This is an optimization exercise on Yosys and OpenROAD, whose aim is small area, a short achievable clock period and few clock cycles, not a production implementation.
At most, simulation tests tie the RTL to the original design; equivalence was not proved.
Power figures rest on the tool's default switching activity, not on a simulated workload.

==> inputs of trial 43 <==
## my_chip
module my_chip (
    input  logic [11:0] io_in,
    output logic [11:0] io_out,
    input  logic clock,
    input  logic reset
);
    localparam [11:0] BUBBLE = 12'h300;  
    logic [11:0] cmd;         
    logic [9:0]  rpc;         
    logic [11:0] xi;          
    logic [11:0] xa, xb;      
    logic        zf, pf;      
    logic [11:0] rf [0:15];   
    assign io_out = cmd;
    logic x_add, x_sub, x_and, x_or, x_xor, x_shl, x_shr, x_not, x_li;
    logic x_we, x_fwe;
    wire [3:0] xop = xi[11:8];
    wire [3:0] xrd = xi[7:4];
    wire x_load  = (xop == 4'b0001);
    wire x_jump  = (xop == 4'b0010);
    wire x_store = (xop[3:1] == 3'b011);
    wire x_halt  = (xop == 4'b0000);
    wire big = |xb[11:4] | (xb[3:0] >= 4'd12);
    logic [11:0] shl, shr;
    always_comb begin
        shl = xa << xb[3:0];
        shr = $signed({xop[0] & xa[11], xa}) >>> xb[3:0];
        if (big) begin
            shl = 12'b0;
            shr = {12{xop[0] & xa[11]}};
        end
    end
    wire [11:0] sum  = xa + xb;
    wire [11:0] diff = xb - xa;
    wire [11:0] res = ({12{x_add}} & sum)
                    | ({12{x_sub}} & diff)
                    | ({12{x_and}} & (xa & xb))
                    | ({12{x_or}}  & (xa | xb))
                    | ({12{x_xor}} & (xa ^ xb))
                    | ({12{x_shl}} & shl)
                    | ({12{x_shr}} & shr)
                    | ({12{x_not}} & ~xb)
                    | ({12{x_li}}  & {8'b0, xi[3:0]});
    wire [11:0] ab_x = xa ^ xb;
    wire z_add = (ab_x == {xa[10:0] | xb[10:0], 1'b0});
    wire z_eq  = (ab_x == 12'b0);               
    wire z_and = ((xa & xb) == 12'b0);
    wire z_or  = ((xa | xb) == 12'b0);
    wire z_not = (xb == 12'hFFF);
    wire z_shl = (shl == 12'b0);
    wire z_shr = (shr == 12'b0);
  ...
export LEC_CHECK = 0
export CAP_MARGIN = 20
export CORE_MARGIN = 2
export CORE_UTILIZATION = 40
export SETUP_SLACK_MARGIN = 4.0
export SLEW_MARGIN = 20
create_clock -name core_clock -period 8.0 [get_ports {clock}]
run.sh (not shown) runs the stock make flow with config.mk's settings and CLKGATE_MAP_FILE= SYNTH_SCRIPT=/design/flow/synth_recipe.tcl, a recipe that flattens the netlist after the stock synthesis.
==> inputs of build 51, as changes to trial 43 <==
--- a/flow/design.v
+++ b/flow/design.v
@@ -8,55 +8,56 @@
     localparam [11:0] BUBBLE = 12'h300;  
     logic [11:0] cmd;         
     logic [9:0]  rpc;         
     logic [11:0] xi;          
     logic [11:0] xa, xb;      
     logic        zf, pf;      
     logic [11:0] rf [0:15];   
     assign io_out = cmd;
-    logic x_add, x_sub, x_and, x_or, x_xor, x_shl, x_shr, x_not, x_li;
+    logic x_add, x_sub, x_and, x_or, x_xor, x_shl, x_shr, x_sra, x_not, x_li;
     logic x_we, x_fwe;
     wire [3:0] xop = xi[11:8];
     wire [3:0] xrd = xi[7:4];
     wire x_load  = (xop == 4'b0001);
     wire x_jump  = (xop == 4'b0010);
     wire x_store = (xop[3:1] == 3'b011);
     wire x_halt  = (xop == 4'b0000);
+    logic [11:0] xa_rev, sh_in, sh_out, sh_rev;
+    always_comb begin
+        for (int i = 0; i < 12; i++) xa_rev[i] = xa[11 - i];
+    end
+    assign sh_in = x_shl ? xa_rev : xa;
+    wire sh_fill = x_sra & xa[11];
     wire big = |xb[11:4] | (xb[3:0] >= 4'd12);
-    logic [11:0] shl, shr;
+    wire [23:0] sh_w = {{12{sh_fill}}, sh_in} >> xb[3:0];
     always_comb begin
-        shl = xa << xb[3:0];
-        shr = $signed({xop[0] & xa[11], xa}) >>> xb[3:0];
-        if (big) begin
-            shl = 12'b0;
-            shr = {12{xop[0] & xa[11]}};
-        end
+        sh_out = sh_w[11:0];
+        if (big) sh_out = {12{sh_fill}};
+        for (int i = 0; i < 12; i++) sh_rev[i] = sh_out[11 - i];
     end
-    wire [11:0] sum  = xa + xb;
-    wire [11:0] diff = xb - xa;
-    wire [11:0] res = ({12{x_add}} & sum)
-                    | ({12{x_sub}} & diff)
+    wire [11:0] add_a = xa ^ {12{x_sub}};
+    wire [11:0] sum = add_a + xb + {11'b0, x_sub};
+    wire [11:0] res = ({12{x_add | x_sub}} & sum)
                     | ({12{x_and}} & (xa & xb))
                     | ({12{x_or}}  & (xa | xb))
                     | ({12{x_xor}} & (xa ^ xb))
-                    | ({12{x_shl}} & shl)
-                    | ({12{x_shr}} & shr)
+                    | ({12{x_shl}} & sh_rev)
+                    | ({12{x_shr}} & sh_out)
                     | ({12{x_not}} & ~xb)
                     | ({12{x_li}}  & {8'b0, xi[3:0]});
     wire [11:0] ab_x = xa ^ xb;
-    wire z_add = (ab_x == {xa[10:0] | xb[10:0], 1'b0});
-    wire z_eq  = (ab_x == 12'b0);               
+    wire z_as  = ((add_a ^ xb) == {add_a[10:0] | xb[10:0], x_sub});
     wire z_and = ((xa & xb) == 12'b0);
     wire z_or  = ((xa | xb) == 12'b0);
+    wire z_xor = (ab_x == 12'b0);
     wire z_not = (xb == 12'hFFF);
-    wire z_shl = (shl == 12'b0);
-    wire z_shr = (shr == 12'b0);
-    wire res_z = (x_add & z_add) | ((x_sub | x_xor) & z_eq) | (x_and & z_and)
-               | (x_or & z_or) | (x_not & z_not) | (x_shl & z_shl) | (x_shr & z_shr);
+    wire z_sh  = (sh_out == 12'b0);
+    wire res_z = ((x_add | x_sub) & z_as) | (x_xor & z_xor) | (x_and & z_and)
+               | (x_or & z_or) | (x_not & z_not) | ((x_shl | x_shr) & z_sh);
     wire res_p = ~res[11] & ~res_z;
     wire zn = x_fwe ? res_z : zf;
     wire pn = x_fwe ? res_p : pf;
     wire fetch = cmd[11] & ~cmd[10] & ~x_load & ~x_jump;
     wire [3:0] iop = io_in[11:8];
     wire [3:0] ird = io_in[7:4];
     wire [3:0] irs = io_in[3:0];
     wire i_load  = (iop == 4'b0001);
@@ -144,25 +145,26 @@
     end
     always_ff @(posedge clock) begin
         xa <= ra;
         xb <= rb;
     end
     wire [3:0] nop_ = xi_n[11:8];
     always_ff @(posedge clock or posedge reset) begin
         if (reset) begin
-            {x_add, x_sub, x_and, x_or, x_xor, x_shl, x_shr, x_not, x_li, x_we, x_fwe} <= '0;
+            {x_add, x_sub, x_and, x_or, x_xor, x_shl, x_shr, x_sra, x_not, x_li, x_we, x_fwe} <= '0;
         end else begin
             x_add <= (nop_ == 4'b1000);
             x_sub <= (nop_ == 4'b1001);
             x_and <= (nop_ == 4'b1010);
             x_or  <= (nop_ == 4'b1011);
             x_xor <= (nop_ == 4'b1100);
             x_shl <= (nop_ == 4'b1101);
             x_shr <= (nop_[3:1] == 3'b111);
+            x_sra <= (nop_ == 4'b1111);
             x_not <= (nop_ == 4'b0101);
             x_li  <= (nop_ == 4'b0100);
             x_we  <= nop_[3] | (nop_[3:1] == 3'b010);
             x_fwe <= (nop_[3] | (nop_ == 4'b0101)) & (xi_n != 12'hB11);
         end
     end
     wire rf_we = x_we | x_load;
     wire [11:0] rf_wd = x_load ? io_in : res;
- ABC_AREA: default -> 1
- CTS_BUF_LIST: default -> sky130_fd_sc_hd__clkbuf_4
- CTS_CLUSTER_SIZE: default -> 20
- SETUP_SLACK_MARGIN: 4.0 -> 5.0
- TNS_END_PERCENT: default -> 0
==> notes <==
- Against build 51, the fmax of trial 43 is smaller by 17%.
- Against build 51, the clock power of trial 43 is larger by about 8%.
- Between build 51 and trial 43, the lower design area is in trial 43 (gap about 7%, measured against trial 43).
- Against build 51, the count of clock-buffer cells in the layout of trial 43 is lower by 65.
- Of trial 43 and build 51, trial 43 has the higher hold slack (gap 0.0085 ns).
- Between build 51 and trial 43, the lower sequential power is in trial 43 (gap about 1%, measured against trial 43).
- Of build 51 and trial 43, build 51 has the higher critical path depth (gap 7).
- Between build 51 and trial 43, the lower final cell count is in trial 43 (gap 19%, measured against trial 43).
- Of trial 43 and build 51, build 51 has the higher clock skew (gap 0.061 ns).
- Against trial 43, the global-route usage of build 51 is higher by 2.4 points.
- Between build 51 and trial 43, the lower total power is in trial 43 (gap 11%, measured against trial 43).
Testbench counts of build 51, summed over its fixed seeds: cycles 144,292.
Function not checked in trial 43: the RTL went through the layout flow alone.

[static timing again, ports no longer ideal]
The results above use ideal ports. As a check the final layouts listed here were re-extracted and re-timed, cells and wires unchanged. Step 1, drivers: a clkbuf_16 drives clock and a buf_2 each remaining input, both assumed. Step 2 also shifts input and output timing later by t, the mid clock arrival at the registers, as if the neighbouring blocks saw the same clock. a / b / c = no drivers / after step 1 / after step 2; a / b = the first two.
run	t, ns	setup slack, ns	worst data-port slew with drivers (ns)
trial 43	0.622	4.032 / 4.058 / 3.436	0.04
build 51	0.805	4.692 / 4.692 / 4.023	0.05
After both steps setup and hold are still met in every run listed. The setup slack of build 51, which loses most, moves by 0.000 ns with the drivers and by -0.669 ns with both steps.
